Source: an optimization exercise on an open RTL-to-GDS flow (aim: small area and a short achievable clock period). Production flows keep margins and buffers that such runs may drop. No functional check of the RTL was part of any run shown here. No activity file was given, so power comes from the tool's default toggle rates.

### flow/design.v
module ternary_sum_nine #(
    parameter WIDTH = 32
) (
    input clk,
    input [WIDTH-1:0] i0,
    input [WIDTH-1:0] i1,
    input [WIDTH-1:0] i2,
    input [WIDTH-1:0] i3,
    input [WIDTH-1:0] i4,
    input [WIDTH-1:0] i5,
    input [WIDTH-1:0] i6,
    input [WIDTH-1:0] i7,
    input [WIDTH-1:0] i8,
    output [WIDTH+4-1:0] o
);
wire fs0, fc0;
wire hs0, hc0;
wire fs1, fc1;
wire fs2, fc2;
wire hs1, hc1;
wire fs3, fc3;
wire fs4, fc4;
wire fs5, fc5;
wire fs6, fc6;
wire fs7, fc7;
wire fs8, fc8;
wire fs9, fc9;
wire fs10, fc10;
wire fs11, fc11;
wire fs12, fc12;
wire fs13, fc13;
wire fs14, fc14;
wire fs15, fc15;
wire fs16, fc16;
wire fs17, fc17;
wire fs18, fc18;
wire fs19, fc19;
wire fs20, fc20;
wire fs21, fc21;
wire fs22, fc22;
wire fs23, fc23;
wire fs24, fc24;
wire fs25, fc25;
wire fs26, fc26;
wire fs27, fc27;
wire fs28, fc28;
wire fs29, fc29;
wire fs30, fc30;
wire fs31, fc31;
wire fs32, fc32;
wire fs33, fc33;
wire fs34, fc34;
wire fs35, fc35;
wire fs36, fc36;
wire fs37, fc37;
wire fs38, fc38;
wire fs39, fc39;
wire fs40, fc40;
wire fs41, fc41;
wire fs42, fc42;
wire fs43, fc43;
wire fs44, fc44;
wire fs45, fc45;
wire fs46, fc46;
wire fs47, fc47;
wire fs48, fc48;
wire fs49, fc49;
wire fs50, fc50;
wire fs51, fc51;
wire fs52, fc52;
wire fs53, fc53;
wire fs54, fc54;
wire fs55, fc55;
wire fs56, fc56;
wire fs57, fc57;
wire fs58, fc58;
wire fs59, fc59;
wire fs60, fc60;
wire fs61, fc61;
wire fs62, fc62;
wire fs63, fc63;
wire fs64, fc64;
wire fs65, fc65;
wire fs66, fc66;
wire fs67, fc67;
wire fs68, fc68;
wire fs69, fc69;
wire fs70, fc70;
wire fs71, fc71;
wire fs72, fc72;
wire fs73, fc73;
wire fs74, fc74;
wire fs75, fc75;
wire fs76, fc76;
wire fs77, fc77;
wire fs78, fc78;
wire fs79, fc79;
wire fs80, fc80;
wire fs81, fc81;
wire fs82, fc82;
wire fs83, fc83;
wire fs84, fc84;
wire fs85, fc85;
wire fs86, fc86;
wire fs87, fc87;
wire fs88, fc88;
wire fs89, fc89;
wire fs90, fc90;
wire fs91, fc91;
wire fs92, fc92;
wire fs93, fc93;
wire fs94, fc94;
wire hs2, hc2;
wire fs95, fc95;
wire fs96, fc96;
wire fs97, fc97;
wire fs98, fc98;
wire fs99, fc99;
wire fs100, fc100;
wire fs101, fc101;
wire fs102, fc102;
wire fs103, fc103;
wire fs104, fc104;
wire fs105, fc105;
wire fs106, fc106;
wire fs107, fc107;
wire fs108, fc108;
wire fs109, fc109;
wire fs110, fc110;
wire fs111, fc111;
wire fs112, fc112;
wire fs113, fc113;
wire fs114, fc114;
wire fs115, fc115;
wire fs116, fc116;
wire fs117, fc117;
wire fs118, fc118;
wire fs119, fc119;
wire fs120, fc120;
wire fs121, fc121;
wire fs122, fc122;
wire fs123, fc123;
wire fs124, fc124;
wire fs125, fc125;
wire fs126, fc126;
wire fs127, fc127;
wire fs128, fc128;
wire fs129, fc129;
wire fs130, fc130;
wire fs131, fc131;
wire fs132, fc132;
wire fs133, fc133;
wire fs134, fc134;
wire fs135, fc135;
wire fs136, fc136;
wire fs137, fc137;
wire fs138, fc138;
wire fs139, fc139;
wire fs140, fc140;
wire fs141, fc141;
wire fs142, fc142;
wire fs143, fc143;
wire fs144, fc144;
wire fs145, fc145;
wire fs146, fc146;
wire fs147, fc147;
wire fs148, fc148;
wire fs149, fc149;
wire fs150, fc150;
wire fs151, fc151;
wire fs152, fc152;
wire fs153, fc153;
wire fs154, fc154;
wire hs3, hc3;
wire hs4, hc4;
wire fs155, fc155;
wire fs156, fc156;
wire fs157, fc157;
wire fs158, fc158;
wire fs159, fc159;
wire fs160, fc160;
wire fs161, fc161;
wire fs162, fc162;
wire fs163, fc163;
wire fs164, fc164;
wire fs165, fc165;
wire fs166, fc166;
wire fs167, fc167;
wire fs168, fc168;
wire fs169, fc169;
wire fs170, fc170;
wire fs171, fc171;
wire fs172, fc172;
wire fs173, fc173;
wire fs174, fc174;
wire fs175, fc175;
wire fs176, fc176;
wire fs177, fc177;
wire fs178, fc178;
wire fs179, fc179;
wire fs180, fc180;
wire fs181, fc181;
wire fs182, fc182;
wire fs183, fc183;
wire fs184, fc184;
wire fs185, fc185;
wire fs186, fc186;
reg r1_c0_0;
reg r1_c0_1;
reg r1_c0_2;
reg r1_c1_0;
reg r1_c1_1;
reg r1_c1_2;
reg r1_c2_0;
reg r1_c2_1;
reg r1_c2_2;
reg r1_c3_0;
reg r1_c3_1;
reg r1_c3_2;
reg r1_c4_0;
reg r1_c4_1;
reg r1_c4_2;
reg r1_c5_0;
reg r1_c5_1;
reg r1_c5_2;
reg r1_c6_0;
reg r1_c6_1;
reg r1_c6_2;
reg r1_c7_0;
reg r1_c7_1;
reg r1_c7_2;
reg r1_c8_0;
reg r1_c8_1;
reg r1_c8_2;
reg r1_c9_0;
reg r1_c9_1;
reg r1_c9_2;
reg r1_c10_0;
reg r1_c10_1;
reg r1_c10_2;
reg r1_c11_0;
reg r1_c11_1;
reg r1_c11_2;
reg r1_c12_0;
reg r1_c12_1;
reg r1_c12_2;
reg r1_c13_0;
reg r1_c13_1;
reg r1_c13_2;
reg r1_c14_0;
reg r1_c14_1;
reg r1_c14_2;
reg r1_c15_0;
reg r1_c15_1;
reg r1_c15_2;
reg r1_c16_0;
reg r1_c16_1;
reg r1_c16_2;
reg r1_c17_0;
reg r1_c17_1;
reg r1_c17_2;
reg r1_c18_0;
reg r1_c18_1;
reg r1_c18_2;
reg r1_c19_0;
reg r1_c19_1;
reg r1_c19_2;
reg r1_c20_0;
reg r1_c20_1;
reg r1_c20_2;
reg r1_c21_0;
reg r1_c21_1;
reg r1_c21_2;
reg r1_c22_0;
reg r1_c22_1;
reg r1_c22_2;
reg r1_c23_0;
reg r1_c23_1;
reg r1_c23_2;
reg r1_c24_0;
reg r1_c24_1;
reg r1_c24_2;
reg r1_c25_0;
reg r1_c25_1;
reg r1_c25_2;
reg r1_c26_0;
reg r1_c26_1;
reg r1_c26_2;
reg r1_c27_0;
reg r1_c27_1;
reg r1_c27_2;
reg r1_c28_0;
reg r1_c28_1;
reg r1_c28_2;
reg r1_c29_0;
reg r1_c29_1;
reg r1_c29_2;
reg r1_c30_0;
reg r1_c30_1;
reg r1_c30_2;
reg r1_c31_0;
reg r1_c31_1;
reg r1_c31_2;
reg r1_c32_0;
reg r1_c32_1;
reg r1_c32_2;
reg r1_c33_0;
reg r1_c33_1;
wire hs5, hc5;
wire fs187, fc187;
wire fs188, fc188;
wire fs189, fc189;
wire fs190, fc190;
wire fs191, fc191;
wire fs192, fc192;
wire fs193, fc193;
wire fs194, fc194;
wire fs195, fc195;
wire fs196, fc196;
wire fs197, fc197;
wire fs198, fc198;
wire fs199, fc199;
wire fs200, fc200;
wire fs201, fc201;
wire fs202, fc202;
wire fs203, fc203;
wire fs204, fc204;
wire fs205, fc205;
wire fs206, fc206;
wire fs207, fc207;
wire fs208, fc208;
wire fs209, fc209;
wire fs210, fc210;
wire fs211, fc211;
wire fs212, fc212;
wire fs213, fc213;
wire fs214, fc214;
wire fs215, fc215;
wire fs216, fc216;
wire fs217, fc217;
wire fs218, fc218;
wire hs6, hc6;
wire [35:0] row_a, row_b;
reg [35:0] o_r;
assign {fc0, fs0} = i0[0] + i1[0] + i2[0];
assign hs0 = i3[0] ^ i4[0];
assign hc0 = i3[0] & i4[0];
assign {fc1, fs1} = i0[1] + i1[1] + i2[1];
assign {fc2, fs2} = i3[1] + i4[1] + i5[1];
assign hs1 = i6[1] ^ i7[1];
assign hc1 = i6[1] & i7[1];
assign {fc3, fs3} = i0[2] + i1[2] + i2[2];
assign {fc4, fs4} = i3[2] + i4[2] + i5[2];
assign {fc5, fs5} = i6[2] + i7[2] + i8[2];
assign {fc6, fs6} = i0[3] + i1[3] + i2[3];
assign {fc7, fs7} = i3[3] + i4[3] + i5[3];
assign {fc8, fs8} = i6[3] + i7[3] + i8[3];
assign {fc9, fs9} = i0[4] + i1[4] + i2[4];
assign {fc10, fs10} = i3[4] + i4[4] + i5[4];
assign {fc11, fs11} = i6[4] + i7[4] + i8[4];
assign {fc12, fs12} = i0[5] + i1[5] + i2[5];
assign {fc13, fs13} = i3[5] + i4[5] + i5[5];
assign {fc14, fs14} = i6[5] + i7[5] + i8[5];
assign {fc15, fs15} = i0[6] + i1[6] + i2[6];
assign {fc16, fs16} = i3[6] + i4[6] + i5[6];
assign {fc17, fs17} = i6[6] + i7[6] + i8[6];
assign {fc18, fs18} = i0[7] + i1[7] + i2[7];
assign {fc19, fs19} = i3[7] + i4[7] + i5[7];
assign {fc20, fs20} = i6[7] + i7[7] + i8[7];
assign {fc21, fs21} = i0[8] + i1[8] + i2[8];
assign {fc22, fs22} = i3[8] + i4[8] + i5[8];
assign {fc23, fs23} = i6[8] + i7[8] + i8[8];
assign {fc24, fs24} = i0[9] + i1[9] + i2[9];
assign {fc25, fs25} = i3[9] + i4[9] + i5[9];
assign {fc26, fs26} = i6[9] + i7[9] + i8[9];
assign {fc27, fs27} = i0[10] + i1[10] + i2[10];
assign {fc28, fs28} = i3[10] + i4[10] + i5[10];
assign {fc29, fs29} = i6[10] + i7[10] + i8[10];
assign {fc30, fs30} = i0[11] + i1[11] + i2[11];
assign {fc31, fs31} = i3[11] + i4[11] + i5[11];
assign {fc32, fs32} = i6[11] + i7[11] + i8[11];
assign {fc33, fs33} = i0[12] + i1[12] + i2[12];
assign {fc34, fs34} = i3[12] + i4[12] + i5[12];
assign {fc35, fs35} = i6[12] + i7[12] + i8[12];
assign {fc36, fs36} = i0[13] + i1[13] + i2[13];
assign {fc37, fs37} = i3[13] + i4[13] + i5[13];
assign {fc38, fs38} = i6[13] + i7[13] + i8[13];
assign {fc39, fs39} = i0[14] + i1[14] + i2[14];
assign {fc40, fs40} = i3[14] + i4[14] + i5[14];
assign {fc41, fs41} = i6[14] + i7[14] + i8[14];
assign {fc42, fs42} = i0[15] + i1[15] + i2[15];
assign {fc43, fs43} = i3[15] + i4[15] + i5[15];
assign {fc44, fs44} = i6[15] + i7[15] + i8[15];
assign {fc45, fs45} = i0[16] + i1[16] + i2[16];
assign {fc46, fs46} = i3[16] + i4[16] + i5[16];
assign {fc47, fs47} = i6[16] + i7[16] + i8[16];
assign {fc48, fs48} = i0[17] + i1[17] + i2[17];
assign {fc49, fs49} = i3[17] + i4[17] + i5[17];
assign {fc50, fs50} = i6[17] + i7[17] + i8[17];
assign {fc51, fs51} = i0[18] + i1[18] + i2[18];
assign {fc52, fs52} = i3[18] + i4[18] + i5[18];
assign {fc53, fs53} = i6[18] + i7[18] + i8[18];
assign {fc54, fs54} = i0[19] + i1[19] + i2[19];
assign {fc55, fs55} = i3[19] + i4[19] + i5[19];
assign {fc56, fs56} = i6[19] + i7[19] + i8[19];
assign {fc57, fs57} = i0[20] + i1[20] + i2[20];
assign {fc58, fs58} = i3[20] + i4[20] + i5[20];
assign {fc59, fs59} = i6[20] + i7[20] + i8[20];
assign {fc60, fs60} = i0[21] + i1[21] + i2[21];
assign {fc61, fs61} = i3[21] + i4[21] + i5[21];
assign {fc62, fs62} = i6[21] + i7[21] + i8[21];
assign {fc63, fs63} = i0[22] + i1[22] + i2[22];
assign {fc64, fs64} = i3[22] + i4[22] + i5[22];
assign {fc65, fs65} = i6[22] + i7[22] + i8[22];
assign {fc66, fs66} = i0[23] + i1[23] + i2[23];
assign {fc67, fs67} = i3[23] + i4[23] + i5[23];
assign {fc68, fs68} = i6[23] + i7[23] + i8[23];
assign {fc69, fs69} = i0[24] + i1[24] + i2[24];
assign {fc70, fs70} = i3[24] + i4[24] + i5[24];
assign {fc71, fs71} = i6[24] + i7[24] + i8[24];
assign {fc72, fs72} = i0[25] + i1[25] + i2[25];
assign {fc73, fs73} = i3[25] + i4[25] + i5[25];
assign {fc74, fs74} = i6[25] + i7[25] + i8[25];
assign {fc75, fs75} = i0[26] + i1[26] + i2[26];
assign {fc76, fs76} = i3[26] + i4[26] + i5[26];
assign {fc77, fs77} = i6[26] + i7[26] + i8[26];
assign {fc78, fs78} = i0[27] + i1[27] + i2[27];
assign {fc79, fs79} = i3[27] + i4[27] + i5[27];
assign {fc80, fs80} = i6[27] + i7[27] + i8[27];
assign {fc81, fs81} = i0[28] + i1[28] + i2[28];
assign {fc82, fs82} = i3[28] + i4[28] + i5[28];
assign {fc83, fs83} = i6[28] + i7[28] + i8[28];
assign {fc84, fs84} = i0[29] + i1[29] + i2[29];
assign {fc85, fs85} = i3[29] + i4[29] + i5[29];
assign {fc86, fs86} = i6[29] + i7[29] + i8[29];
assign {fc87, fs87} = i0[30] + i1[30] + i2[30];
assign {fc88, fs88} = i3[30] + i4[30] + i5[30];
assign {fc89, fs89} = i6[30] + i7[30] + i8[30];
assign {fc90, fs90} = i0[31] + i1[31] + i2[31];
assign {fc91, fs91} = i3[31] + i4[31] + i5[31];
assign {fc92, fs92} = i6[31] + i7[31] + i8[31];
assign {fc93, fs93} = fs0 + hs0 + i5[0];
assign {fc94, fs94} = fs1 + fs2 + hs1;
assign hs2 = i8[1] ^ fc0;
assign hc2 = i8[1] & fc0;
assign {fc95, fs95} = fs3 + fs4 + fs5;
assign {fc96, fs96} = fc1 + fc2 + hc1;
assign {fc97, fs97} = fs6 + fs7 + fs8;
assign {fc98, fs98} = fc3 + fc4 + fc5;
assign {fc99, fs99} = fs9 + fs10 + fs11;
assign {fc100, fs100} = fc6 + fc7 + fc8;
assign {fc101, fs101} = fs12 + fs13 + fs14;
assign {fc102, fs102} = fc9 + fc10 + fc11;
assign {fc103, fs103} = fs15 + fs16 + fs17;
assign {fc104, fs104} = fc12 + fc13 + fc14;
assign {fc105, fs105} = fs18 + fs19 + fs20;
assign {fc106, fs106} = fc15 + fc16 + fc17;
assign {fc107, fs107} = fs21 + fs22 + fs23;
assign {fc108, fs108} = fc18 + fc19 + fc20;
assign {fc109, fs109} = fs24 + fs25 + fs26;
assign {fc110, fs110} = fc21 + fc22 + fc23;
assign {fc111, fs111} = fs27 + fs28 + fs29;
assign {fc112, fs112} = fc24 + fc25 + fc26;
assign {fc113, fs113} = fs30 + fs31 + fs32;
assign {fc114, fs114} = fc27 + fc28 + fc29;
assign {fc115, fs115} = fs33 + fs34 + fs35;
assign {fc116, fs116} = fc30 + fc31 + fc32;
assign {fc117, fs117} = fs36 + fs37 + fs38;
assign {fc118, fs118} = fc33 + fc34 + fc35;
assign {fc119, fs119} = fs39 + fs40 + fs41;
assign {fc120, fs120} = fc36 + fc37 + fc38;
assign {fc121, fs121} = fs42 + fs43 + fs44;
assign {fc122, fs122} = fc39 + fc40 + fc41;
assign {fc123, fs123} = fs45 + fs46 + fs47;
assign {fc124, fs124} = fc42 + fc43 + fc44;
assign {fc125, fs125} = fs48 + fs49 + fs50;
assign {fc126, fs126} = fc45 + fc46 + fc47;
assign {fc127, fs127} = fs51 + fs52 + fs53;
assign {fc128, fs128} = fc48 + fc49 + fc50;
assign {fc129, fs129} = fs54 + fs55 + fs56;
assign {fc130, fs130} = fc51 + fc52 + fc53;
assign {fc131, fs131} = fs57 + fs58 + fs59;
assign {fc132, fs132} = fc54 + fc55 + fc56;
assign {fc133, fs133} = fs60 + fs61 + fs62;
assign {fc134, fs134} = fc57 + fc58 + fc59;
assign {fc135, fs135} = fs63 + fs64 + fs65;
assign {fc136, fs136} = fc60 + fc61 + fc62;
assign {fc137, fs137} = fs66 + fs67 + fs68;
assign {fc138, fs138} = fc63 + fc64 + fc65;
assign {fc139, fs139} = fs69 + fs70 + fs71;
assign {fc140, fs140} = fc66 + fc67 + fc68;
assign {fc141, fs141} = fs72 + fs73 + fs74;
assign {fc142, fs142} = fc69 + fc70 + fc71;
assign {fc143, fs143} = fs75 + fs76 + fs77;
assign {fc144, fs144} = fc72 + fc73 + fc74;
assign {fc145, fs145} = fs78 + fs79 + fs80;
assign {fc146, fs146} = fc75 + fc76 + fc77;
assign {fc147, fs147} = fs81 + fs82 + fs83;
assign {fc148, fs148} = fc78 + fc79 + fc80;
assign {fc149, fs149} = fs84 + fs85 + fs86;
assign {fc150, fs150} = fc81 + fc82 + fc83;
assign {fc151, fs151} = fs87 + fs88 + fs89;
assign {fc152, fs152} = fc84 + fc85 + fc86;
assign {fc153, fs153} = fs90 + fs91 + fs92;
assign {fc154, fs154} = fc87 + fc88 + fc89;
assign hs3 = fc90 ^ fc91;
assign hc3 = fc90 & fc91;
assign hs4 = fs93 ^ i6[0];
assign hc4 = fs93 & i6[0];
assign {fc155, fs155} = fs94 + hs2 + hc0;
assign {fc156, fs156} = fs95 + fs96 + fc94;
assign {fc157, fs157} = fs97 + fs98 + fc95;
assign {fc158, fs158} = fs99 + fs100 + fc97;
assign {fc159, fs159} = fs101 + fs102 + fc99;
assign {fc160, fs160} = fs103 + fs104 + fc101;
assign {fc161, fs161} = fs105 + fs106 + fc103;
assign {fc162, fs162} = fs107 + fs108 + fc105;
assign {fc163, fs163} = fs109 + fs110 + fc107;
assign {fc164, fs164} = fs111 + fs112 + fc109;
assign {fc165, fs165} = fs113 + fs114 + fc111;
assign {fc166, fs166} = fs115 + fs116 + fc113;
assign {fc167, fs167} = fs117 + fs118 + fc115;
assign {fc168, fs168} = fs119 + fs120 + fc117;
assign {fc169, fs169} = fs121 + fs122 + fc119;
assign {fc170, fs170} = fs123 + fs124 + fc121;
assign {fc171, fs171} = fs125 + fs126 + fc123;
assign {fc172, fs172} = fs127 + fs128 + fc125;
assign {fc173, fs173} = fs129 + fs130 + fc127;
assign {fc174, fs174} = fs131 + fs132 + fc129;
assign {fc175, fs175} = fs133 + fs134 + fc131;
assign {fc176, fs176} = fs135 + fs136 + fc133;
assign {fc177, fs177} = fs137 + fs138 + fc135;
assign {fc178, fs178} = fs139 + fs140 + fc137;
assign {fc179, fs179} = fs141 + fs142 + fc139;
assign {fc180, fs180} = fs143 + fs144 + fc141;
assign {fc181, fs181} = fs145 + fs146 + fc143;
assign {fc182, fs182} = fs147 + fs148 + fc145;
assign {fc183, fs183} = fs149 + fs150 + fc147;
assign {fc184, fs184} = fs151 + fs152 + fc149;
assign {fc185, fs185} = fs153 + fs154 + fc151;
assign {fc186, fs186} = hs3 + fc92 + fc153;
assign hs5 = r1_c0_0 ^ r1_c0_1;
assign hc5 = r1_c0_0 & r1_c0_1;
assign {fc187, fs187} = r1_c1_0 + r1_c1_1 + r1_c1_2;
assign {fc188, fs188} = r1_c2_0 + r1_c2_1 + r1_c2_2;
assign {fc189, fs189} = r1_c3_0 + r1_c3_1 + r1_c3_2;
assign {fc190, fs190} = r1_c4_0 + r1_c4_1 + r1_c4_2;
assign {fc191, fs191} = r1_c5_0 + r1_c5_1 + r1_c5_2;
assign {fc192, fs192} = r1_c6_0 + r1_c6_1 + r1_c6_2;
assign {fc193, fs193} = r1_c7_0 + r1_c7_1 + r1_c7_2;
assign {fc194, fs194} = r1_c8_0 + r1_c8_1 + r1_c8_2;
assign {fc195, fs195} = r1_c9_0 + r1_c9_1 + r1_c9_2;
assign {fc196, fs196} = r1_c10_0 + r1_c10_1 + r1_c10_2;
assign {fc197, fs197} = r1_c11_0 + r1_c11_1 + r1_c11_2;
assign {fc198, fs198} = r1_c12_0 + r1_c12_1 + r1_c12_2;
assign {fc199, fs199} = r1_c13_0 + r1_c13_1 + r1_c13_2;
assign {fc200, fs200} = r1_c14_0 + r1_c14_1 + r1_c14_2;
assign {fc201, fs201} = r1_c15_0 + r1_c15_1 + r1_c15_2;
assign {fc202, fs202} = r1_c16_0 + r1_c16_1 + r1_c16_2;
assign {fc203, fs203} = r1_c17_0 + r1_c17_1 + r1_c17_2;
assign {fc204, fs204} = r1_c18_0 + r1_c18_1 + r1_c18_2;
assign {fc205, fs205} = r1_c19_0 + r1_c19_1 + r1_c19_2;
assign {fc206, fs206} = r1_c20_0 + r1_c20_1 + r1_c20_2;
assign {fc207, fs207} = r1_c21_0 + r1_c21_1 + r1_c21_2;
assign {fc208, fs208} = r1_c22_0 + r1_c22_1 + r1_c22_2;
assign {fc209, fs209} = r1_c23_0 + r1_c23_1 + r1_c23_2;
assign {fc210, fs210} = r1_c24_0 + r1_c24_1 + r1_c24_2;
assign {fc211, fs211} = r1_c25_0 + r1_c25_1 + r1_c25_2;
assign {fc212, fs212} = r1_c26_0 + r1_c26_1 + r1_c26_2;
assign {fc213, fs213} = r1_c27_0 + r1_c27_1 + r1_c27_2;
assign {fc214, fs214} = r1_c28_0 + r1_c28_1 + r1_c28_2;
assign {fc215, fs215} = r1_c29_0 + r1_c29_1 + r1_c29_2;
assign {fc216, fs216} = r1_c30_0 + r1_c30_1 + r1_c30_2;
assign {fc217, fs217} = r1_c31_0 + r1_c31_1 + r1_c31_2;
assign {fc218, fs218} = r1_c32_0 + r1_c32_1 + r1_c32_2;
assign hs6 = r1_c33_0 ^ r1_c33_1;
assign hc6 = r1_c33_0 & r1_c33_1;
assign row_a = {1'b0, hc6, hs6, fs218, fs217, fs216, fs215, fs214, fs213, fs212, fs211, fs210, fs209, fs208, fs207, fs206, fs205, fs204, fs203, fs202, fs201, fs200, fs199, fs198, fs197, fs196, fs195, fs194, fs193, fs192, fs191, fs190, fs189, fs188, fs187, hs5};
assign row_b = {1'b0, 1'b0, fc218, fc217, fc216, fc215, fc214, fc213, fc212, fc211, fc210, fc209, fc208, fc207, fc206, fc205, fc204, fc203, fc202, fc201, fc200, fc199, fc198, fc197, fc196, fc195, fc194, fc193, fc192, fc191, fc190, fc189, fc188, fc187, hc5, r1_c0_2};
wire [35:0] cpa_sum;
wire [35:0] pg_g0, pg_p0;
assign pg_g0 = row_a & row_b;
assign pg_p0 = row_a ^ row_b;
wire gx1_1, px1_1;
assign gx1_1 = pg_g0[1] | (pg_p0[1] & pg_g0[0]);
wire gx1_2, px1_2;
assign gx1_2 = pg_g0[2] | (pg_p0[2] & pg_g0[1]);
assign px1_2 = pg_p0[2] & pg_p0[1];
wire gx1_3, px1_3;
assign gx1_3 = pg_g0[3] | (pg_p0[3] & pg_g0[2]);
assign px1_3 = pg_p0[3] & pg_p0[2];
wire gx1_4, px1_4;
assign gx1_4 = pg_g0[4] | (pg_p0[4] & pg_g0[3]);
assign px1_4 = pg_p0[4] & pg_p0[3];
wire gx1_5, px1_5;
assign gx1_5 = pg_g0[5] | (pg_p0[5] & pg_g0[4]);
assign px1_5 = pg_p0[5] & pg_p0[4];
wire gx1_6, px1_6;
assign gx1_6 = pg_g0[6] | (pg_p0[6] & pg_g0[5]);
assign px1_6 = pg_p0[6] & pg_p0[5];
wire gx1_7, px1_7;
assign gx1_7 = pg_g0[7] | (pg_p0[7] & pg_g0[6]);
assign px1_7 = pg_p0[7] & pg_p0[6];
wire gx1_8, px1_8;
assign gx1_8 = pg_g0[8] | (pg_p0[8] & pg_g0[7]);
assign px1_8 = pg_p0[8] & pg_p0[7];
wire gx1_9, px1_9;
assign gx1_9 = pg_g0[9] | (pg_p0[9] & pg_g0[8]);
assign px1_9 = pg_p0[9] & pg_p0[8];
wire gx1_10, px1_10;
assign gx1_10 = pg_g0[10] | (pg_p0[10] & pg_g0[9]);
assign px1_10 = pg_p0[10] & pg_p0[9];
wire gx1_11, px1_11;
assign gx1_11 = pg_g0[11] | (pg_p0[11] & pg_g0[10]);
assign px1_11 = pg_p0[11] & pg_p0[10];
wire gx1_12, px1_12;
assign gx1_12 = pg_g0[12] | (pg_p0[12] & pg_g0[11]);
assign px1_12 = pg_p0[12] & pg_p0[11];
wire gx1_13, px1_13;
assign gx1_13 = pg_g0[13] | (pg_p0[13] & pg_g0[12]);
assign px1_13 = pg_p0[13] & pg_p0[12];
wire gx1_14, px1_14;
assign gx1_14 = pg_g0[14] | (pg_p0[14] & pg_g0[13]);
assign px1_14 = pg_p0[14] & pg_p0[13];
wire gx1_15, px1_15;
assign gx1_15 = pg_g0[15] | (pg_p0[15] & pg_g0[14]);
assign px1_15 = pg_p0[15] & pg_p0[14];
wire gx1_16, px1_16;
assign gx1_16 = pg_g0[16] | (pg_p0[16] & pg_g0[15]);
assign px1_16 = pg_p0[16] & pg_p0[15];
wire gx1_17, px1_17;
assign gx1_17 = pg_g0[17] | (pg_p0[17] & pg_g0[16]);
assign px1_17 = pg_p0[17] & pg_p0[16];
wire gx1_18, px1_18;
assign gx1_18 = pg_g0[18] | (pg_p0[18] & pg_g0[17]);
assign px1_18 = pg_p0[18] & pg_p0[17];
wire gx1_19, px1_19;
assign gx1_19 = pg_g0[19] | (pg_p0[19] & pg_g0[18]);
assign px1_19 = pg_p0[19] & pg_p0[18];
wire gx1_20, px1_20;
assign gx1_20 = pg_g0[20] | (pg_p0[20] & pg_g0[19]);
assign px1_20 = pg_p0[20] & pg_p0[19];
wire gx1_21, px1_21;
assign gx1_21 = pg_g0[21] | (pg_p0[21] & pg_g0[20]);
assign px1_21 = pg_p0[21] & pg_p0[20];
wire gx1_22, px1_22;
assign gx1_22 = pg_g0[22] | (pg_p0[22] & pg_g0[21]);
assign px1_22 = pg_p0[22] & pg_p0[21];
wire gx1_23, px1_23;
assign gx1_23 = pg_g0[23] | (pg_p0[23] & pg_g0[22]);
assign px1_23 = pg_p0[23] & pg_p0[22];
wire gx1_24, px1_24;
assign gx1_24 = pg_g0[24] | (pg_p0[24] & pg_g0[23]);
assign px1_24 = pg_p0[24] & pg_p0[23];
wire gx1_25, px1_25;
assign gx1_25 = pg_g0[25] | (pg_p0[25] & pg_g0[24]);
assign px1_25 = pg_p0[25] & pg_p0[24];
wire gx1_26, px1_26;
assign gx1_26 = pg_g0[26] | (pg_p0[26] & pg_g0[25]);
assign px1_26 = pg_p0[26] & pg_p0[25];
wire gx1_27, px1_27;
assign gx1_27 = pg_g0[27] | (pg_p0[27] & pg_g0[26]);
assign px1_27 = pg_p0[27] & pg_p0[26];
wire gx1_28, px1_28;
assign gx1_28 = pg_g0[28] | (pg_p0[28] & pg_g0[27]);
assign px1_28 = pg_p0[28] & pg_p0[27];
wire gx1_29, px1_29;
assign gx1_29 = pg_g0[29] | (pg_p0[29] & pg_g0[28]);
assign px1_29 = pg_p0[29] & pg_p0[28];
wire gx1_30, px1_30;
assign gx1_30 = pg_g0[30] | (pg_p0[30] & pg_g0[29]);
assign px1_30 = pg_p0[30] & pg_p0[29];
wire gx1_31, px1_31;
assign gx1_31 = pg_g0[31] | (pg_p0[31] & pg_g0[30]);
assign px1_31 = pg_p0[31] & pg_p0[30];
wire gx1_32, px1_32;
assign gx1_32 = pg_g0[32] | (pg_p0[32] & pg_g0[31]);
assign px1_32 = pg_p0[32] & pg_p0[31];
wire gx1_33, px1_33;
assign gx1_33 = pg_g0[33] | (pg_p0[33] & pg_g0[32]);
assign px1_33 = pg_p0[33] & pg_p0[32];
wire gx1_34, px1_34;
assign gx1_34 = pg_g0[34] | (pg_p0[34] & pg_g0[33]);
assign px1_34 = pg_p0[34] & pg_p0[33];
wire gx1_35, px1_35;
assign gx1_35 = pg_g0[35] | (pg_p0[35] & pg_g0[34]);
assign px1_35 = pg_p0[35] & pg_p0[34];
wire gx2_2, px2_2;
assign gx2_2 = gx1_2 | (px1_2 & pg_g0[0]);
wire gx2_3, px2_3;
assign gx2_3 = gx1_3 | (px1_3 & gx1_1);
wire gx2_4, px2_4;
assign gx2_4 = gx1_4 | (px1_4 & gx1_2);
assign px2_4 = px1_4 & px1_2;
wire gx2_5, px2_5;
assign gx2_5 = gx1_5 | (px1_5 & gx1_3);
assign px2_5 = px1_5 & px1_3;
wire gx2_6, px2_6;
assign gx2_6 = gx1_6 | (px1_6 & gx1_4);
assign px2_6 = px1_6 & px1_4;
wire gx2_7, px2_7;
assign gx2_7 = gx1_7 | (px1_7 & gx1_5);
assign px2_7 = px1_7 & px1_5;
wire gx2_8, px2_8;
assign gx2_8 = gx1_8 | (px1_8 & gx1_6);
assign px2_8 = px1_8 & px1_6;
wire gx2_9, px2_9;
assign gx2_9 = gx1_9 | (px1_9 & gx1_7);
assign px2_9 = px1_9 & px1_7;
wire gx2_10, px2_10;
assign gx2_10 = gx1_10 | (px1_10 & gx1_8);
assign px2_10 = px1_10 & px1_8;
wire gx2_11, px2_11;
assign gx2_11 = gx1_11 | (px1_11 & gx1_9);
assign px2_11 = px1_11 & px1_9;
wire gx2_12, px2_12;
assign gx2_12 = gx1_12 | (px1_12 & gx1_10);
assign px2_12 = px1_12 & px1_10;
wire gx2_13, px2_13;
assign gx2_13 = gx1_13 | (px1_13 & gx1_11);
assign px2_13 = px1_13 & px1_11;
wire gx2_14, px2_14;
assign gx2_14 = gx1_14 | (px1_14 & gx1_12);
assign px2_14 = px1_14 & px1_12;
wire gx2_15, px2_15;
assign gx2_15 = gx1_15 | (px1_15 & gx1_13);
assign px2_15 = px1_15 & px1_13;
wire gx2_16, px2_16;
assign gx2_16 = gx1_16 | (px1_16 & gx1_14);
assign px2_16 = px1_16 & px1_14;
wire gx2_17, px2_17;
assign gx2_17 = gx1_17 | (px1_17 & gx1_15);
assign px2_17 = px1_17 & px1_15;
wire gx2_18, px2_18;
assign gx2_18 = gx1_18 | (px1_18 & gx1_16);
assign px2_18 = px1_18 & px1_16;
wire gx2_19, px2_19;
assign gx2_19 = gx1_19 | (px1_19 & gx1_17);
assign px2_19 = px1_19 & px1_17;
wire gx2_20, px2_20;
assign gx2_20 = gx1_20 | (px1_20 & gx1_18);
assign px2_20 = px1_20 & px1_18;
wire gx2_21, px2_21;
assign gx2_21 = gx1_21 | (px1_21 & gx1_19);
assign px2_21 = px1_21 & px1_19;
wire gx2_22, px2_22;
assign gx2_22 = gx1_22 | (px1_22 & gx1_20);
assign px2_22 = px1_22 & px1_20;
wire gx2_23, px2_23;
assign gx2_23 = gx1_23 | (px1_23 & gx1_21);
assign px2_23 = px1_23 & px1_21;
wire gx2_24, px2_24;
assign gx2_24 = gx1_24 | (px1_24 & gx1_22);
assign px2_24 = px1_24 & px1_22;
wire gx2_25, px2_25;
assign gx2_25 = gx1_25 | (px1_25 & gx1_23);
assign px2_25 = px1_25 & px1_23;
wire gx2_26, px2_26;
assign gx2_26 = gx1_26 | (px1_26 & gx1_24);
assign px2_26 = px1_26 & px1_24;
wire gx2_27, px2_27;
assign gx2_27 = gx1_27 | (px1_27 & gx1_25);
assign px2_27 = px1_27 & px1_25;
wire gx2_28, px2_28;
assign gx2_28 = gx1_28 | (px1_28 & gx1_26);
assign px2_28 = px1_28 & px1_26;
wire gx2_29, px2_29;
assign gx2_29 = gx1_29 | (px1_29 & gx1_27);
assign px2_29 = px1_29 & px1_27;
wire gx2_30, px2_30;
assign gx2_30 = gx1_30 | (px1_30 & gx1_28);
assign px2_30 = px1_30 & px1_28;
wire gx2_31, px2_31;
assign gx2_31 = gx1_31 | (px1_31 & gx1_29);
assign px2_31 = px1_31 & px1_29;
wire gx2_32, px2_32;
assign gx2_32 = gx1_32 | (px1_32 & gx1_30);
assign px2_32 = px1_32 & px1_30;
wire gx2_33, px2_33;
assign gx2_33 = gx1_33 | (px1_33 & gx1_31);
assign px2_33 = px1_33 & px1_31;
wire gx2_34, px2_34;
assign gx2_34 = gx1_34 | (px1_34 & gx1_32);
assign px2_34 = px1_34 & px1_32;
wire gx2_35, px2_35;
assign gx2_35 = gx1_35 | (px1_35 & gx1_33);
assign px2_35 = px1_35 & px1_33;
wire gx3_4, px3_4;
assign gx3_4 = gx2_4 | (px2_4 & pg_g0[0]);
wire gx3_5, px3_5;
assign gx3_5 = gx2_5 | (px2_5 & gx1_1);
wire gx3_6, px3_6;
assign gx3_6 = gx2_6 | (px2_6 & gx2_2);
wire gx3_7, px3_7;
assign gx3_7 = gx2_7 | (px2_7 & gx2_3);
wire gx3_8, px3_8;
assign gx3_8 = gx2_8 | (px2_8 & gx2_4);
assign px3_8 = px2_8 & px2_4;
wire gx3_9, px3_9;
assign gx3_9 = gx2_9 | (px2_9 & gx2_5);
assign px3_9 = px2_9 & px2_5;
wire gx3_10, px3_10;
assign gx3_10 = gx2_10 | (px2_10 & gx2_6);
assign px3_10 = px2_10 & px2_6;
wire gx3_11, px3_11;
assign gx3_11 = gx2_11 | (px2_11 & gx2_7);
assign px3_11 = px2_11 & px2_7;
wire gx3_12, px3_12;
assign gx3_12 = gx2_12 | (px2_12 & gx2_8);
assign px3_12 = px2_12 & px2_8;
wire gx3_13, px3_13;
assign gx3_13 = gx2_13 | (px2_13 & gx2_9);
assign px3_13 = px2_13 & px2_9;
wire gx3_14, px3_14;
assign gx3_14 = gx2_14 | (px2_14 & gx2_10);
assign px3_14 = px2_14 & px2_10;
wire gx3_15, px3_15;
assign gx3_15 = gx2_15 | (px2_15 & gx2_11);
assign px3_15 = px2_15 & px2_11;
wire gx3_16, px3_16;
assign gx3_16 = gx2_16 | (px2_16 & gx2_12);
assign px3_16 = px2_16 & px2_12;
wire gx3_17, px3_17;
assign gx3_17 = gx2_17 | (px2_17 & gx2_13);
assign px3_17 = px2_17 & px2_13;
wire gx3_18, px3_18;
assign gx3_18 = gx2_18 | (px2_18 & gx2_14);
assign px3_18 = px2_18 & px2_14;
wire gx3_19, px3_19;
assign gx3_19 = gx2_19 | (px2_19 & gx2_15);
assign px3_19 = px2_19 & px2_15;
wire gx3_20, px3_20;
assign gx3_20 = gx2_20 | (px2_20 & gx2_16);
assign px3_20 = px2_20 & px2_16;
wire gx3_21, px3_21;
assign gx3_21 = gx2_21 | (px2_21 & gx2_17);
assign px3_21 = px2_21 & px2_17;
wire gx3_22, px3_22;
assign gx3_22 = gx2_22 | (px2_22 & gx2_18);
assign px3_22 = px2_22 & px2_18;
wire gx3_23, px3_23;
assign gx3_23 = gx2_23 | (px2_23 & gx2_19);
assign px3_23 = px2_23 & px2_19;
wire gx3_24, px3_24;
assign gx3_24 = gx2_24 | (px2_24 & gx2_20);
assign px3_24 = px2_24 & px2_20;
wire gx3_25, px3_25;
assign gx3_25 = gx2_25 | (px2_25 & gx2_21);
assign px3_25 = px2_25 & px2_21;
wire gx3_26, px3_26;
assign gx3_26 = gx2_26 | (px2_26 & gx2_22);
assign px3_26 = px2_26 & px2_22;
wire gx3_27, px3_27;
assign gx3_27 = gx2_27 | (px2_27 & gx2_23);
assign px3_27 = px2_27 & px2_23;
wire gx3_28, px3_28;
assign gx3_28 = gx2_28 | (px2_28 & gx2_24);
assign px3_28 = px2_28 & px2_24;
wire gx3_29, px3_29;
assign gx3_29 = gx2_29 | (px2_29 & gx2_25);
assign px3_29 = px2_29 & px2_25;
wire gx3_30, px3_30;
assign gx3_30 = gx2_30 | (px2_30 & gx2_26);
assign px3_30 = px2_30 & px2_26;
wire gx3_31, px3_31;
assign gx3_31 = gx2_31 | (px2_31 & gx2_27);
assign px3_31 = px2_31 & px2_27;
wire gx3_32, px3_32;
assign gx3_32 = gx2_32 | (px2_32 & gx2_28);
assign px3_32 = px2_32 & px2_28;
wire gx3_33, px3_33;
assign gx3_33 = gx2_33 | (px2_33 & gx2_29);
assign px3_33 = px2_33 & px2_29;
wire gx3_34, px3_34;
assign gx3_34 = gx2_34 | (px2_34 & gx2_30);
assign px3_34 = px2_34 & px2_30;
wire gx3_35, px3_35;
assign gx3_35 = gx2_35 | (px2_35 & gx2_31);
assign px3_35 = px2_35 & px2_31;
wire gx4_8, px4_8;
assign gx4_8 = gx3_8 | (px3_8 & pg_g0[0]);
wire gx4_9, px4_9;
assign gx4_9 = gx3_9 | (px3_9 & gx1_1);
wire gx4_10, px4_10;
assign gx4_10 = gx3_10 | (px3_10 & gx2_2);
wire gx4_11, px4_11;
assign gx4_11 = gx3_11 | (px3_11 & gx2_3);
wire gx4_12, px4_12;
assign gx4_12 = gx3_12 | (px3_12 & gx3_4);
wire gx4_13, px4_13;
assign gx4_13 = gx3_13 | (px3_13 & gx3_5);
wire gx4_14, px4_14;
assign gx4_14 = gx3_14 | (px3_14 & gx3_6);
wire gx4_15, px4_15;
assign gx4_15 = gx3_15 | (px3_15 & gx3_7);
wire gx4_16, px4_16;
assign gx4_16 = gx3_16 | (px3_16 & gx3_8);
assign px4_16 = px3_16 & px3_8;
wire gx4_17, px4_17;
assign gx4_17 = gx3_17 | (px3_17 & gx3_9);
assign px4_17 = px3_17 & px3_9;
wire gx4_18, px4_18;
assign gx4_18 = gx3_18 | (px3_18 & gx3_10);
assign px4_18 = px3_18 & px3_10;
wire gx4_19, px4_19;
assign gx4_19 = gx3_19 | (px3_19 & gx3_11);
assign px4_19 = px3_19 & px3_11;
wire gx4_20, px4_20;
assign gx4_20 = gx3_20 | (px3_20 & gx3_12);
assign px4_20 = px3_20 & px3_12;
wire gx4_21, px4_21;
assign gx4_21 = gx3_21 | (px3_21 & gx3_13);
assign px4_21 = px3_21 & px3_13;
wire gx4_22, px4_22;
assign gx4_22 = gx3_22 | (px3_22 & gx3_14);
assign px4_22 = px3_22 & px3_14;
wire gx4_23, px4_23;
assign gx4_23 = gx3_23 | (px3_23 & gx3_15);
assign px4_23 = px3_23 & px3_15;
wire gx4_24, px4_24;
assign gx4_24 = gx3_24 | (px3_24 & gx3_16);
assign px4_24 = px3_24 & px3_16;
wire gx4_25, px4_25;
assign gx4_25 = gx3_25 | (px3_25 & gx3_17);
assign px4_25 = px3_25 & px3_17;
wire gx4_26, px4_26;
assign gx4_26 = gx3_26 | (px3_26 & gx3_18);
assign px4_26 = px3_26 & px3_18;
wire gx4_27, px4_27;
assign gx4_27 = gx3_27 | (px3_27 & gx3_19);
assign px4_27 = px3_27 & px3_19;
wire gx4_28, px4_28;
assign gx4_28 = gx3_28 | (px3_28 & gx3_20);
assign px4_28 = px3_28 & px3_20;
wire gx4_29, px4_29;
assign gx4_29 = gx3_29 | (px3_29 & gx3_21);
assign px4_29 = px3_29 & px3_21;
wire gx4_30, px4_30;
assign gx4_30 = gx3_30 | (px3_30 & gx3_22);
assign px4_30 = px3_30 & px3_22;
wire gx4_31, px4_31;
assign gx4_31 = gx3_31 | (px3_31 & gx3_23);
assign px4_31 = px3_31 & px3_23;
wire gx4_32, px4_32;
assign gx4_32 = gx3_32 | (px3_32 & gx3_24);
assign px4_32 = px3_32 & px3_24;
wire gx4_33, px4_33;
assign gx4_33 = gx3_33 | (px3_33 & gx3_25);
assign px4_33 = px3_33 & px3_25;
wire gx4_34, px4_34;
assign gx4_34 = gx3_34 | (px3_34 & gx3_26);
assign px4_34 = px3_34 & px3_26;
wire gx4_35, px4_35;
assign gx4_35 = gx3_35 | (px3_35 & gx3_27);
assign px4_35 = px3_35 & px3_27;
wire gx5_16, px5_16;
assign gx5_16 = gx4_16 | (px4_16 & pg_g0[0]);
wire gx5_17, px5_17;
assign gx5_17 = gx4_17 | (px4_17 & gx1_1);
wire gx5_18, px5_18;
assign gx5_18 = gx4_18 | (px4_18 & gx2_2);
wire gx5_19, px5_19;
assign gx5_19 = gx4_19 | (px4_19 & gx2_3);
wire gx5_20, px5_20;
assign gx5_20 = gx4_20 | (px4_20 & gx3_4);
wire gx5_21, px5_21;
assign gx5_21 = gx4_21 | (px4_21 & gx3_5);
wire gx5_22, px5_22;
assign gx5_22 = gx4_22 | (px4_22 & gx3_6);
wire gx5_23, px5_23;
assign gx5_23 = gx4_23 | (px4_23 & gx3_7);
wire gx5_24, px5_24;
assign gx5_24 = gx4_24 | (px4_24 & gx4_8);
wire gx5_25, px5_25;
assign gx5_25 = gx4_25 | (px4_25 & gx4_9);
wire gx5_26, px5_26;
assign gx5_26 = gx4_26 | (px4_26 & gx4_10);
wire gx5_27, px5_27;
assign gx5_27 = gx4_27 | (px4_27 & gx4_11);
wire gx5_28, px5_28;
assign gx5_28 = gx4_28 | (px4_28 & gx4_12);
wire gx5_29, px5_29;
assign gx5_29 = gx4_29 | (px4_29 & gx4_13);
wire gx5_30, px5_30;
assign gx5_30 = gx4_30 | (px4_30 & gx4_14);
wire gx5_31, px5_31;
assign gx5_31 = gx4_31 | (px4_31 & gx4_15);
wire gx5_32, px5_32;
assign gx5_32 = gx4_32 | (px4_32 & gx4_16);
assign px5_32 = px4_32 & px4_16;
wire gx5_33, px5_33;
assign gx5_33 = gx4_33 | (px4_33 & gx4_17);
assign px5_33 = px4_33 & px4_17;
wire gx5_34, px5_34;
assign gx5_34 = gx4_34 | (px4_34 & gx4_18);
assign px5_34 = px4_34 & px4_18;
wire gx5_35, px5_35;
assign gx5_35 = gx4_35 | (px4_35 & gx4_19);
assign px5_35 = px4_35 & px4_19;
wire gx6_32, px6_32;
assign gx6_32 = gx5_32 | (px5_32 & pg_g0[0]);
wire gx6_33, px6_33;
assign gx6_33 = gx5_33 | (px5_33 & gx1_1);
wire gx6_34, px6_34;
assign gx6_34 = gx5_34 | (px5_34 & gx2_2);
wire gx6_35, px6_35;
assign gx6_35 = gx5_35 | (px5_35 & gx2_3);
assign cpa_sum[0] = pg_p0[0];
assign cpa_sum[1] = pg_p0[1] ^ pg_g0[0];
assign cpa_sum[2] = pg_p0[2] ^ gx1_1;
assign cpa_sum[3] = pg_p0[3] ^ gx2_2;
assign cpa_sum[4] = pg_p0[4] ^ gx2_3;
assign cpa_sum[5] = pg_p0[5] ^ gx3_4;
assign cpa_sum[6] = pg_p0[6] ^ gx3_5;
assign cpa_sum[7] = pg_p0[7] ^ gx3_6;
assign cpa_sum[8] = pg_p0[8] ^ gx3_7;
assign cpa_sum[9] = pg_p0[9] ^ gx4_8;
assign cpa_sum[10] = pg_p0[10] ^ gx4_9;
assign cpa_sum[11] = pg_p0[11] ^ gx4_10;
assign cpa_sum[12] = pg_p0[12] ^ gx4_11;
assign cpa_sum[13] = pg_p0[13] ^ gx4_12;
assign cpa_sum[14] = pg_p0[14] ^ gx4_13;
assign cpa_sum[15] = pg_p0[15] ^ gx4_14;
assign cpa_sum[16] = pg_p0[16] ^ gx4_15;
assign cpa_sum[17] = pg_p0[17] ^ gx5_16;
assign cpa_sum[18] = pg_p0[18] ^ gx5_17;
assign cpa_sum[19] = pg_p0[19] ^ gx5_18;
assign cpa_sum[20] = pg_p0[20] ^ gx5_19;
assign cpa_sum[21] = pg_p0[21] ^ gx5_20;
assign cpa_sum[22] = pg_p0[22] ^ gx5_21;
assign cpa_sum[23] = pg_p0[23] ^ gx5_22;
assign cpa_sum[24] = pg_p0[24] ^ gx5_23;
assign cpa_sum[25] = pg_p0[25] ^ gx5_24;
assign cpa_sum[26] = pg_p0[26] ^ gx5_25;
assign cpa_sum[27] = pg_p0[27] ^ gx5_26;
assign cpa_sum[28] = pg_p0[28] ^ gx5_27;
assign cpa_sum[29] = pg_p0[29] ^ gx5_28;
assign cpa_sum[30] = pg_p0[30] ^ gx5_29;
assign cpa_sum[31] = pg_p0[31] ^ gx5_30;
assign cpa_sum[32] = pg_p0[32] ^ gx5_31;
assign cpa_sum[33] = pg_p0[33] ^ gx6_32;
assign cpa_sum[34] = pg_p0[34] ^ gx6_33;
assign cpa_sum[35] = pg_p0[35] ^ gx6_34;
always @(posedge clk) begin
    r1_c0_0 <= hs4;
    r1_c0_1 <= i7[0];
    r1_c0_2 <= i8[0];
    r1_c1_0 <= fs155;
    r1_c1_1 <= fc93;
    r1_c1_2 <= hc4;
    r1_c2_0 <= fs156;
    r1_c2_1 <= hc2;
    r1_c2_2 <= fc155;
    r1_c3_0 <= fs157;
    r1_c3_1 <= fc96;
    r1_c3_2 <= fc156;
    r1_c4_0 <= fs158;
    r1_c4_1 <= fc98;
    r1_c4_2 <= fc157;
    r1_c5_0 <= fs159;
    r1_c5_1 <= fc100;
    r1_c5_2 <= fc158;
    r1_c6_0 <= fs160;
    r1_c6_1 <= fc102;
    r1_c6_2 <= fc159;
    r1_c7_0 <= fs161;
    r1_c7_1 <= fc104;
    r1_c7_2 <= fc160;
    r1_c8_0 <= fs162;
    r1_c8_1 <= fc106;
    r1_c8_2 <= fc161;
    r1_c9_0 <= fs163;
    r1_c9_1 <= fc108;
    r1_c9_2 <= fc162;
    r1_c10_0 <= fs164;
    r1_c10_1 <= fc110;
    r1_c10_2 <= fc163;
    r1_c11_0 <= fs165;
    r1_c11_1 <= fc112;
    r1_c11_2 <= fc164;
    r1_c12_0 <= fs166;
    r1_c12_1 <= fc114;
    r1_c12_2 <= fc165;
    r1_c13_0 <= fs167;
    r1_c13_1 <= fc116;
    r1_c13_2 <= fc166;
    r1_c14_0 <= fs168;
    r1_c14_1 <= fc118;
    r1_c14_2 <= fc167;
    r1_c15_0 <= fs169;
    r1_c15_1 <= fc120;
    r1_c15_2 <= fc168;
    r1_c16_0 <= fs170;
    r1_c16_1 <= fc122;
    r1_c16_2 <= fc169;
    r1_c17_0 <= fs171;
    r1_c17_1 <= fc124;
    r1_c17_2 <= fc170;
    r1_c18_0 <= fs172;
    r1_c18_1 <= fc126;
    r1_c18_2 <= fc171;
    r1_c19_0 <= fs173;
    r1_c19_1 <= fc128;
    r1_c19_2 <= fc172;
    r1_c20_0 <= fs174;
    r1_c20_1 <= fc130;
    r1_c20_2 <= fc173;
    r1_c21_0 <= fs175;
    r1_c21_1 <= fc132;
    r1_c21_2 <= fc174;
    r1_c22_0 <= fs176;
    r1_c22_1 <= fc134;
    r1_c22_2 <= fc175;
    r1_c23_0 <= fs177;
    r1_c23_1 <= fc136;
    r1_c23_2 <= fc176;
    r1_c24_0 <= fs178;
    r1_c24_1 <= fc138;
    r1_c24_2 <= fc177;
    r1_c25_0 <= fs179;
    r1_c25_1 <= fc140;
    r1_c25_2 <= fc178;
    r1_c26_0 <= fs180;
    r1_c26_1 <= fc142;
    r1_c26_2 <= fc179;
    r1_c27_0 <= fs181;
    r1_c27_1 <= fc144;
    r1_c27_2 <= fc180;
    r1_c28_0 <= fs182;
    r1_c28_1 <= fc146;
    r1_c28_2 <= fc181;
    r1_c29_0 <= fs183;
    r1_c29_1 <= fc148;
    r1_c29_2 <= fc182;
    r1_c30_0 <= fs184;
    r1_c30_1 <= fc150;
    r1_c30_2 <= fc183;
    r1_c31_0 <= fs185;
    r1_c31_1 <= fc152;
    r1_c31_2 <= fc184;
    r1_c32_0 <= fs186;
    r1_c32_1 <= fc154;
    r1_c32_2 <= fc185;
    r1_c33_0 <= hc3;
    r1_c33_1 <= fc186;
    o_r <= cpa_sum;
end
assign o = o_r;
endmodule
### flow/flow/run.sh
#!/bin/bash
set -e
export BUFFER_PORTS_ARGS="-buffer_cell sky130_fd_sc_hd__buf_1"
bash standard.sh > standard.log 2>&1
### flow/standard.sh
#!/bin/bash
# synth_recipe.tcl (not shown) runs the flow's synth.tcl, then flattens the netlist and writes it again
# the make line also repeats each setting of config.mk as NAME=value (left out here)
make -C /OpenROAD-flow-scripts/flow DESIGN_CONFIG=/design/flow/config.mk WORK_HOME=/design/flow/orfs CLKGATE_MAP_FILE= SYNTH_SCRIPT=/design/flow/synth_recipe.tcl "${@:-finish}"
### flow/config.mk
export PLATFORM = sky130hd
export DESIGN_NAME = ternary_sum_nine
export DESIGN_NICKNAME = ternary_sum_nine
export VERILOG_FILES = /design/flow/design.v
export SDC_FILE = /design/flow/constraint.sdc
export NUM_CORES = 4
export LEC_CHECK = 0
export CAP_MARGIN = 20
export CORE_MARGIN = 2
export CORE_UTILIZATION = 40
export SLEW_MARGIN = 20
### flow/constraint.sdc
create_clock -name core_clock -period 5.5 [get_ports {clk}]
set_input_delay 1.1000 -clock core_clock [delete_from_list [all_inputs] [get_ports {clk}]]
set_output_delay 1.1000 -clock core_clock [all_outputs]
set_load 0.01 [all_outputs]
==> results of run 1 <==
power groups by stage:
stage | Sequential, mW | Clock (mW) | Combinational [mW]
2_1_floorplan | 1.74 | 0 | 3.33
3_3_place_gp | 1.71 | 0 | 4.57
3_5_place_dp | 1.71 | 0 | 4.58
4_1_cts | 1.70 | 1.18 | 4.63
5_1_grt | 1.74 | 1.22 | 5.22
6_report | 1.69 | 1.15 | 4.54
synthesized netlist by cell type (4+ instances only):
library cell    n  area share [%]
clkbuf_1        4            0.17
nand3_1         7            0.39
and2_1          5            0.35
a211oi_1        6            0.50
nand4_1         5            0.35
xor2_1         13             1.3
ha_1           41             5.7
nand2_1        20            0.83
a21oi_1        25             1.4
nor2_1         15            0.62
xnor2_1        17             1.6
a21o_1         13             1.1
nor3_1          4            0.22
o21ai_0        14            0.78
inv_1          27             1.1
dfxtp_1       137              30
fa_1          220              49
a31oi_1         6            0.42
final cells by class:
class | instances | area (um2) | share of cell area [%]
Sequential cell | 137 | 2740 | 24.5
Clock inverter | 12 | 148 | 1.32
Inverter | 27 | 101 | 0.907
Clock buffer | 20 | 457 | 4.09
Tap cell | 280 | 350 | 3.13
Multi-Input combinational cell | 454 | 6160 | 55.1
Timing Repair Buffer | 324 | 1220 | 10.9
kinds of logic (layout without fill, tap and decap cells):
logic type               count (synthesis)  after routing  synth area share [%]
adder cells (fa/ha/maj)                261            261                  54.5
flip-flops                             137            137                  30.4
AO/OA/AOI/OAI                           91             91                  6.81
AND/OR/NAND/NOR                         71             71                  3.94
buffers and inverters                   32            383                  1.37
XOR/XNOR                                30             30                  2.91
multiplexers                             1              1                 0.125
path summary, 6_finish.rpt:
check | start | to | slack, ns | depth (start not counted)
setup / recovery | r1_c4_0 | o_r[35] | 2.13 | 10
hold / removal | r1_c0_2 | o_r[0] | 0.47 | 1
setup reg to reg | r1_c4_0 | o_r[35] | 2.13 | 10
hold reg to reg | r1_c0_2 | o_r[0] | 0.47 | 1
routing by layer:
metal	vias to the layer above	track usage (%)	share of wire [%]
met4	0	4.05	0.90
li1	2738	-	-
met1	2856	20.3	40
met2	208	28.8	52
met5	-	0	0
met3	15	4.34	7.1
per-stage QoR:
step                setup WS (ns)  utilization [%]  hold WS, ns  cell area (um2)
floorplan                    2.55                -        0.432             9030
global placement             2.20             48.1        0.469            10600
detailed placement           2.12             48.1        0.480            10600
CTS                          2.10             50.9        0.484            11200
global route                 1.88             50.9        0.492            11200
finish                       2.13             50.9        0.471            11200
cell usage in the layout (no fill, tap or decap), types with 2 or more instances in the layout:
cell / netlist / layout
a211oi_1: 6 / 6
a21boi_0: 2 / 2
a21o_1: 13 / 13
a21o_2: 2 / 2
a21oi_1: 25 / 25
a221oi_1: 2 / 2
a31oi_1: 6 / 6
and2_1: 5 / 5
and3_1: 2 / 2
buf_1: 0 / 324
bufinv_16: 0 / 3
clkbuf_16: 0 / 17
clkbuf_8: 0 / 2
clkinv_2: 0 / 5
clkinvlp_4: 0 / 2
dfxtp_1: 137 / 137
fa_1: 220 / 220
ha_1: 41 / 41
inv_1: 27 / 27
nand2_1: 20 / 20
nand2b_1: 3 / 3
nand3_1: 7 / 7
nand3b_1: 2 / 2
nand4_1: 5 / 5
nor2_1: 15 / 15
nor3_1: 4 / 4
o211a_1: 2 / 2
o21a_1: 3 / 3
o21ai_0: 14 / 14
o21bai_1: 3 / 3
o31a_1: 2 / 2
o31ai_1: 2 / 2
or2_2: 2 / 2
xnor2_1: 17 / 17
xor2_1: 13 / 13
critical path: stages (launching register included):
cell	delay, ns
dfxtp_1	0.32
fa_1	0.47
ha_1	0.37
and2_1	0.20
a221oi_1	0.32
a21oi_1	0.17
o21ai_0	0.28
a21boi_0	0.22
o21ai_1	0.45
a211oi_1	0.18
o31a_1	0.30
==> impl_metrics.yaml, run 1 <==
timing:
  setup_viol: 0
  fin_skew_ns: 0.0111
  setup_tns_ns: 0
  tightestPinTransition_ns: 0.568
  hold_viol: 0
  period_share_pct: 61.3
  fmax_ghz: 0.296
  grt_setup_unrepaired: "no"
  period_minus_slack_ns: 3.37
  finalMaxSlewViolations: 0
  slew_headroom_pct: 62.0
clock_network:
  clk_latency_ns: 0.42
  clock_sinks: 137
  cts.htree.levels: 4
  cts_inserted_buffers: 17
  cts_buffer_depth: 2
  cts_resized: 0
  clk_pin_slew_ns: 0.06
  cts_setup_buffers: 0
  cts_tree: "yes"
  ctsHoldBuffers: 0
  cts_root_buf: "clkbuf_16"
yosys:
  ys_warn_count: 1
  synth_seq_cells: 137
  synth_edf_count: 0
  synth_nets: 1173
  synth_seq_area_share_pct: 30.4
  syn_area_mm2: 0.00903
  synth_cells: 623
  netlist-cell-type-count: 47
  synth_flop_cell: "dfxtp_1"
  async_flop_share_pct: 0
  avgSynthCellArea_um2: 14.5
detailed_routing:
  ant_nets: 0
  viasPerCell: 4.64
  first_pass_iters: 4
  wl_um: 18000
  first_iter_violations: 182
  drc: 0
  wl_per_cell_um: 14.3
  vias: 5817
floorplanning:
  die_area_mm2: 0.0238
  core-area_mm2: 0.0220
  num_rows: 54
  io_pins: 325
  initial_core_util_pct: 41.1
  die-height_um: 154
  die_w_um: 154
global_route:
  grt_max_degree: 17
  grtUsageTotal_pct: 16.4
  grt_pass1_vias: 6625
  grt_first_pass_wirelength_um: 30600
  antenna_found_initial: 0
  grt.overflow.total: 0
setup_path:
  worstSetupStartpointType: "flop"
  crit_arrival_ns: 3.68
  endpoint_kind: "flop"
  path_max_fanout: 6
  critical_path_class: "flop to flop"
  cp_data_required_time_ns: 5.81
pwr:
  vdd_drop_max_mv: 0.266
  p_leak_nw: 4.42
  power.density_mw_per_mm2: 660
  switching_share_pct: 42.7
  p_int_mw: 4.23
  clock_power_share_pct: 15.6
  pwr-share-seq_pct: 22.9
  pwr-share-comb_pct: 61.6
  p_sw_mw: 3.15
  power_mw: 7.38
placed_design:
  port_buffers: 324
  gp_congestion: 0.769
  dp_hpwl_um: 16200
  place_inst: 1222
final_layout:
  nets: 1511
  final_cells: 1254
  top_register: "o_r"
  layout-drive-gt1-share_pct: 4.21
  num-fill-cells: 2014
  diodes: 0
  largest_reg_flops: 36
  syn2layout_area_growth_pct: 23.8
run:
  maxCapViolCount: 0
outcome:
  outcome: "finished clean"
hold_path:
  min_path_type: "flop to flop"
==> run 2, diff against run 1 <==
--- a/flow/config.mk
+++ b/flow/config.mk
@@ -6,6 +6,7 @@
 export NUM_CORES = 4
 export LEC_CHECK = 0
+export ABC_CLOCK_PERIOD_IN_PS = 1800
 export CAP_MARGIN = 20
 export CORE_MARGIN = 2
-export CORE_UTILIZATION = 40
+export CORE_UTILIZATION = 60
 export SLEW_MARGIN = 20
==> impl_metrics.yaml, run 2 <==
global_route:
  grt_max_degree: 17
  grtUsageTotal_pct: 25.3
  grt.overflow.total: 0
  antenna_found_initial: 0
  grt_first_pass_wirelength_um: 31600
  grt_pass1_vias: 6970
hold_path:
  min-delay-start: "r1_c0_2"
  min_path_type: "flop to flop"
timing:
  tightestPinTransition_ns: 0.537
  hold_viol: 0
  period_minus_slack_ns: 3.27
  period_share_pct: 59.5
  finalMaxSlewViolations: 0
  fin_skew_ns: 0.00658
  slew_headroom_pct: 64.0
  fmax_ghz: 0.306
  setup_tns_ns: 0
  grt_setup_unrepaired: "no"
  setup_viol: 0
yosys:
  synth.top_cell.area_share_pct: 48.8
  synth.area.mux_share_pct: 0.125
  avgSynthCellArea_um2: 14.5
  synth_seq_area_share_pct: 30.4
  async_flop_share_pct: 0
  synth_nets: 1173
  synth_common_cells: "fa_1 (220), dfxtp_1 (137), ha_1 (41)"
  synth-compound-area-share_pct: 6.81
  synth.most_common_cell: "fa_1"
  netlist-cell-type-count: 47
  synth_top_family_by_area: "adder cells"
  synth-simple-area-share_pct: 3.94
  synth-xor-area-share_pct: 2.91
  syn_area_mm2: 0.00903
  synth_top_area_cell: "fa_1"
  synth_flop_cell: "dfxtp_1"
  synth_fa_ha_area_share_pct: 54.5
  synth_edf_count: 0
  ys_warn_count: 1
  synth_seq_cells: 137
  synth_cells: 623
  ys_top_cells_by_area: "fa_1 (49%), dfxtp_1 (30%), ha_1 (5.7%), xnor2_1 (1.6%), a21oi_1 (1.4%)"
clock_network:
  cts_root_buf: "clkbuf_16"
  cts_resized: 0
  clock_sinks: 137
  cts.htree.levels: 4
  clk_latency_ns: 0.42
  cts_inserted_buffers: 17
  cts_buffer_depth: 2
  clk_pin_slew_ns: 0.05
  cts_tree: "yes"
  ctsHoldBuffers: 0
  cts_setup_buffers: 0
setup_path:
  worstSetupStartpointType: "flop"
  cp_data_required_time_ns: 5.80
  critical_path_class: "flop to flop"
  crit_slowest_cell: "fa_1"
  crit_arrival_ns: 3.57
  endpoint_kind: "flop"
  worstPathBufferInverterCount: 0
  cp_cell_sequence: "fa_1, ha_1, and2_1, a221oi_1, a21oi_1, o21ai_0, a21boi_0, o21ai_1, a211oi_1, o31a_1"
  slowest_delay_ns: 0.49
  critPathLaunch: "r1_c4_0"
  timing.rr.start: "r1_c4_0"
  critPathTopFamily: "compound AO/OA/AOI/OAI gates"
  path_max_fanout: 6
pwr:
  vdd_drop_max_mv: 0.334
  power_mw: 7.42
  power.density_mw_per_mm2: 670
  p_leak_nw: 4.43
final_layout:
  top_register: "o_r"
  layout_commonest_cell: "buf_1"
  syn2layout_area_growth_pct: 22.6
  layout-drive-gt1-share_pct: 4.01
  nets: 1511
  num-fill-cells: 998
  diodes: 0
  largest_reg_flops: 36
  final_cell_mix: "buf_1 (324), fa_1 (220), dfxtp_1 (137), ha_1 (41), inv_1 (27)"
  seq_area_mm2: 0.00274
  multi_input_area_mm2: 0.00616
floorplanning:
  num_rows: 44
  die_w_um: 127
  core-area_mm2: 0.0146
  initial_core_util_pct: 61.6
  die_area_mm2: 0.0160
  die-height_um: 127
  io_pins: 325
detailed_routing:
  first_iter_violations: 198
  vias: 5919
  first_pass_iters: 4
  ant_nets: 0
  wl_um: 18300
  drc: 0
  viasPerCell: 5.12
  wl_per_cell_um: 15.8
placed_design:
  gp_congestion: 0.860
  port_buffers: 324
  dp_hpwl_um: 16200
run:
  maxCapViolCount: 0
outcome:
  outcome: "finished clean"
[run 2: cell count changes in the layout (fill, tap and decap cells not counted)]
cell        previous run  this run
clkbuf_8               2         5
clkbuf_1               1         2
clkinv_2               5         3
inv_6                  1         0
clkinvlp_4             2         0
[run 2: metal layers]
metal	share of wire, %	global-route usage (%)	up-vias
met4	1.7	7.18	0
met3	6.1	5.95	29
li1	-	-	2737
met5	0	0	-
met1	37	30.5	2935
met2	55	45.9	218
[run 2: final timing paths]
path / to / slack, ns / depth (start not counted)
max: o_r[35] / 2.23 / 10
min: o_r[0] / 0.48 / 1
max reg2reg: o_r[35] / 2.23 / 10
min reg2reg: o_r[0] / 0.48 / 1
[run 2: through the flow]
step | area, um2 | worst slack (ns) | hold slack, ns | util [%] | cells
6_report | 11100 | 2.23 | 0.481 | 75.6 | 1157
5_1_grt | 11100 | 1.94 | 0.513 | 75.6 | 1157
4_1_cts | 11100 | 2.22 | 0.491 | 75.6 | 1157
3_5_place_dp | 10500 | 2.33 | 0.463 | 71.4 | 1126
3_3_place_gp | 10500 | 2.39 | 0.443 | 71.4 | 1126
2_1_floorplan | 9030 | 2.55 | 0.432 | - | 623
[run 2: cell families after synthesis]
logic type,Yosys count
buffers and inverters,32
AO/OA/AOI/OAI,91
AND/OR/NAND/NOR,71
adder cells (fa/ha/maj),261
flip-flops,137
multiplexers,1
XOR/XNOR,30
[run 2: power breakdown]
part / internal [mW] / switching [mW] / total [mW]
clock: 0.769 / 0.398 / 1.17
combinational: 2.01 / 2.55 / 4.56
sequential: 1.50 / 0.196 / 1.69
[run 2: area by class of cell]
| cell class | instances | area share [%] |
|---|---|---|
| multi-input cells | 454 | 55.7 |
| flip-flops and latches | 137 | 24.8 |
| repair buffers | 324 | 11.0 |
| clock buffers | 24 | 4.53 |
| well taps | 184 | 2.08 |
| clock inverters | 7 | 1.03 |
| inverters | 27 | 0.916 |
[run 2: worst register-to-register path: cells and delay by family (launching register included)]
kind,cells,cell delay [ns]
AO/OA/AOI/OAI,7,1.77
adder cells (fa/ha/maj),2,0.87
flip-flops,1,0.32
AND/OR/NAND/NOR,1,0.20

-- what the ideal ports hide --
The results above use ideal ports. As a check the final layouts listed here were re-extracted and re-timed, cells and wires unchanged.
Step 1: set_driving_cell puts a clkbuf_16 on clk and a buf_2 on each other input, an assumption about the parent block.
Step 2 times the ports against the registers' clock, not the clock port: input delays grow and output delays shrink by t, the midpoint of the rising clock arrivals with the driver on.
Slacks: no drivers / after step 1 / after step 2; pairs: no drivers / after step 1.
run | t, ns | setup slack, ns | clock arrival spread, ns
run 1 | 0.456 | 2.127 / 2.127 / 2.127 | 0.012 / 0.011
run 2 | 0.455 | 2.230 / 2.230 / 2.230 | 0.006 / 0.006
After both steps setup and hold are still met in every run listed.
